From an optimization exercise on the open Yosys and OpenROAD flow, aimed at small area, a short achievable clock period and few clock cycles per item; shortcuts taken in it are not production practice. The RTL was checked by simulation tests, not by an equivalence proof against the original design.

==> sierra <==
==> flow/design.v <==
module projectCPU2020(
  clk,
  rst,
  wrEn,
  data_fromRAM,
  addr_toRAM,
  data_toRAM,
  PC,
  W
);
input clk, rst;
input wire [15:0] data_fromRAM;
output reg [15:0] data_toRAM;
output reg wrEn;
output reg [12:0] addr_toRAM;
output reg [12:0] PC;
output reg [15:0] W;
localparam S_D = 2'd0, S_I = 2'd1, S_E = 2'd2, S_K = 2'd3;
reg [1:0] state;
reg [2:0] opcode;
wire [15:0] s = data_fromRAM;
wire [2:0]  op_in = s[15:13];
wire        a_zero = (s[12:0] == 13'd0);
wire [12:0] pc_inc = PC + 13'd1;
wire [3:0]  n = s[3:0];
wire        c_shr = ~|s[15:4];                  
wire        c_shl = ~|s[15:5] & s[4];           
wire        left = (|s[15:6]) | s[4];           
wire [3:0]  r = left ? (~n + 4'd1) : n;
wire [15:0] x1 = r[0] ? {W[0], W[15:1]} : W;
wire [15:0] x2 = r[1] ? {x1[1:0], x1[15:2]} : x1;
wire [15:0] x4 = r[2] ? {x2[3:0], x2[15:4]} : x2;
wire [15:0] x8 = r[3] ? {x4[7:0], x4[15:8]} : x4;
reg  [15:0] t, keep;
integer k;
always @* begin
  for (k = 0; k < 16; k = k + 1)
    t[k] = (k >= n);
  for (k = 0; k < 16; k = k + 1)
    keep[k] = ~(c_shr | c_shl) | (c_shl & t[k]) | (c_shr & t[15-k]);
end
wire [15:0] w_shift = x8 & keep;
reg [15:0] w_alu;
always @* begin
  case (opcode)
    3'b000: w_alu = W + s;
    3'b001: w_alu = ~(W | s);
    3'b010: w_alu = w_shift;
    3'b011: w_alu = {15'd0, W > s};
    3'b101: w_alu = s;
    default: w_alu = W;
  endcase
end
wire sel_pc = (state == S_K) || (state == S_E && opcode != 3'b111);
wire st_d = (state == S_D);
wire st_i = (state == S_I);
wire a_or = |{s[12:2], s[0]};
always @* begin
  data_toRAM = W;
  addr_toRAM = sel_pc ? pc_inc : s[12:0];
  if (st_d && !a_or) addr_toRAM[1] = 1'b1;
  wrEn = (st_d && op_in == 3'b110 && (a_or || s[1])) ||
         (st_i && opcode == 3'b110);
end
always @(posedge clk) begin
  if (rst) begin
    state <= S_K;
    opcode <= 3'd0;
    PC <= 13'h1fff;
    W <= 16'd0;
  end else begin
    case (state)
      S_D: begin
        opcode <= op_in;
        state <= a_zero ? S_I : S_E;
      end
      S_I: state <= S_E;
      S_E: begin
        state <= (opcode == 3'b100 && s == 16'd0) ? S_K : S_D;
        PC <= addr_toRAM;
        W <= w_alu;
      end
      default: begin
        state <= S_D;
        PC <= addr_toRAM;
      end
    endcase
  end
end
endmodule
==> flow/flow/run.sh <==
#!/bin/bash
# The standard layout, except:
#  - synthesis is ORFS's own synthesis script, run with a different ABC
#    script (flow/remap.abc: area recovery under a delay target) in place of
#    abc_speed.script; everything else in synthesis, and the registers, stay
#    as the standard synthesis makes them;
#  - the ports get plain buffers (buf_1) instead of delay cells.
set -euo pipefail
here=$(pwd)
rm -rf "$here/scripts_custom"
cp -r "$FLOW_HOME/scripts" "$here/scripts_custom"
cp "$here/flow/remap.abc" "$here/scripts_custom/abc_speed.script"
SCRIPTS_DIR="$here/scripts_custom" bash standard.sh synth > make_synth.log 2>&1
export BUFFER_PORTS_ARGS="-buffer_cell sky130_fd_sc_hd__buf_1"
bash standard.sh > make_layout.log 2>&1
==> flow/flow/remap.abc <==
strash
balance -l; resub -K 6 -l; rewrite -l; resub -K 6 -N 2 -l; refactor -l; resub -K 8 -l; balance -l; resub -K 8 -N 2 -l; rewrite -l; resub -K 10 -l; rewrite -z -l; resub -K 10 -N 2 -l; balance -l; resub -K 12 -l; refactor -z -l; resub -K 12 -N 2 -l; rewrite -z -l; balance -l
dch
map -D 1000
topo
==> flow/standard.sh <==
#!/bin/bash
# synth_recipe.tcl (not shown) runs the flow's synth.tcl, then flattens the netlist and writes it again
# the make line also repeats each setting of config.mk as NAME=value (left out here)
make -C /OpenROAD-flow-scripts/flow DESIGN_CONFIG=/design/flow/config.mk WORK_HOME=/design/flow/orfs CLKGATE_MAP_FILE= SYNTH_SCRIPT=/design/flow/synth_recipe.tcl "${@:-finish}"
==> flow/config.mk <==
export PLATFORM = sky130hd
export DESIGN_NAME = projectCPU2020
export DESIGN_NICKNAME = projectCPU2020
export VERILOG_FILES = /design/flow/design.v
export SDC_FILE = /design/flow/constraint.sdc
export NUM_CORES = 4
export LEC_CHECK = 0
export CAP_MARGIN = 20
export CORE_MARGIN = 2
export CORE_UTILIZATION = 40
export SETUP_SLACK_MARGIN = 2.8
export SLEW_MARGIN = 20
==> flow/constraint.sdc <==
create_clock -name core_clock -period 6.0 [get_ports {clk}]
set_input_delay 1.2000 -clock core_clock [delete_from_list [all_inputs] [get_ports {clk}]]
set_output_delay 1.2000 -clock core_clock [all_outputs]
set_load 0.01 [all_outputs]
==> inputs of harbor, as changes to sierra <==
==> flow/flow/run.sh (replaced) <==
#!/bin/bash
# The standard layout, with these changes:
#  - synthesis runs ORFS's own synth.tcl, patched (patch_synth.py) so that
#    ABC first maps the logic cone of the memory outputs (addr_toRAM, wrEn)
#    on its own with the standard speed script, then maps the rest with
#    flow/main.abc (area recovery under a delay target) in place of
#    abc_speed.script, and without full-adder extraction. The registers,
#    their cells and names are those of the standard synthesis.
#  - the buffers ABC inserted are removed at floorplan (REMOVE_ABC_BUFFERS),
#    leaving buffering to the resizer.
#  - the ports get plain buffers (buf_1) instead of delay cells.
# Each tool's output goes to make_synth.log and make_layout.log here (and
# ORFS's own per-step logs under orfs/logs).
set -euo pipefail
here=$(pwd)
rm -rf "$here/scripts_custom"
cp -r "$FLOW_HOME/scripts" "$here/scripts_custom"
python3 "$here/flow/patch_synth.py" "$here/scripts_custom/synth.tcl"
cp "$FLOW_HOME/scripts/abc_speed.script" "$here/scripts_custom/abc_fast.script"
if [[ -f "$here/flow/main.abc" ]]; then cp "$here/flow/main.abc" "$here/scripts_custom/abc_speed.script"; fi
if [[ -f "$here/flow/no_extract_fa" ]]; then export NO_EXTRACT_FA=1; fi
SCRIPTS_DIR="$here/scripts_custom" bash standard.sh synth > make_synth.log 2>&1
unset NO_EXTRACT_FA
export REMOVE_ABC_BUFFERS=1
export BUFFER_PORTS_ARGS="-buffer_cell sky130_fd_sc_hd__buf_1"
bash standard.sh > make_layout.log 2>&1
==> flow/flow/main.abc (new file) <==
strash
balance -l; resub -K 6 -l; rewrite -l; resub -K 6 -N 2 -l; refactor -l; resub -K 8 -l; balance -l; resub -K 8 -N 2 -l; rewrite -l; resub -K 10 -l; rewrite -z -l; resub -K 10 -N 2 -l; balance -l; resub -K 12 -l; refactor -z -l; resub -K 12 -N 2 -l; rewrite -z -l; balance -l
dch
map -D 1000
topo
stime -p
==> flow/flow/no_extract_fa (new file) <==
present: synthesis skips full-adder extraction
==> flow/flow/patch_synth.py (new file) <==
import sys
p = sys.argv[1]
s = open(p).read()
old = "  log_cmd abc {*}$abc_args\n"
new = '''  # the cone of the memory address and write enable: map it on its own first
  select -set oc o:wrEn o:addr_toRAM %ci*:-sky130_fd_sc_hd__dfxtp_1
  log_cmd abc {*}[lreplace $abc_args 1 1 $::env(SCRIPTS_DIR)/abc_fast.script] @oc
  select -clear
  log_cmd abc {*}$abc_args
'''
assert s.count(old) == 1
s = s.replace(old, new)
old = "  extract_fa {*}[dont_use_extract_fa_args]\n"
assert s.count(old) == 1
s = s.replace(old, "  if {![info exists ::env(NO_EXTRACT_FA)]} { extract_fa {*}[dont_use_extract_fa_args] }\n")
open(p, 'w').write(s)
--- a/flow/config.mk
+++ b/flow/config.mk
@@ -7,6 +7,6 @@
 export LEC_CHECK = 0
 export CAP_MARGIN = 20
 export CORE_MARGIN = 2
-export CORE_UTILIZATION = 40
-export SETUP_SLACK_MARGIN = 2.8
+export CORE_UTILIZATION = 50
+export SETUP_SLACK_MARGIN = 2.3
 export SLEW_MARGIN = 20
removed: flow/flow/remap.abc
==> notes <==
In sequential cell count, harbor and sierra do not differ.
In sierra the utilization is lower than in harbor, by 1.8 points.
sierra completed without violations. harbor finished with timing, DRC and antenna clean.
Of sierra and harbor, harbor has the higher sequential share of layout area (gap 3.7 points).
Synthesized cell count: sierra is higher than harbor (about 0.45%).
Testbench counts of sierra, summed over its fixed seeds: cycles 56,242, instructions 26,571.
Testbench counts of harbor, summed over its fixed seeds: cycles 56,242, instructions 26,571.

[static timing again, ports no longer ideal]
How much do the figures lean on ideal ports? The routed layouts below were timed once more, with nothing changed but the port constraints.
Step 1 (the two cells are an assumption about what drives the block):
set clk [get_ports {clk}]
set_driving_cell -lib_cell sky130_fd_sc_hd__clkbuf_16 $clk
set_driving_cell -lib_cell sky130_fd_sc_hd__buf_2 [delete_from_list [all_inputs] $clk]
Step 2 moves the port delays by t, midway between the first and last clock arrival at a register: inputs arrive t later, outputs are due t later. That takes back most of the time a late clock gives input paths.
Three values: ideal ports, drivers, drivers and shift; two values: the first two.
run | t (ns) | slack for setup (ns) | cell pins on the clock port's net
sierra | 0.330 | 2.369 / 2.252 / 1.923 | 1
harbor | 0.330 | 2.403 / 2.376 / 2.100 | 1
After both steps setup and hold are still met in every run listed. The setup slack of sierra, which loses most, moves by -0.117 ns with the drivers and by -0.446 ns with both steps.
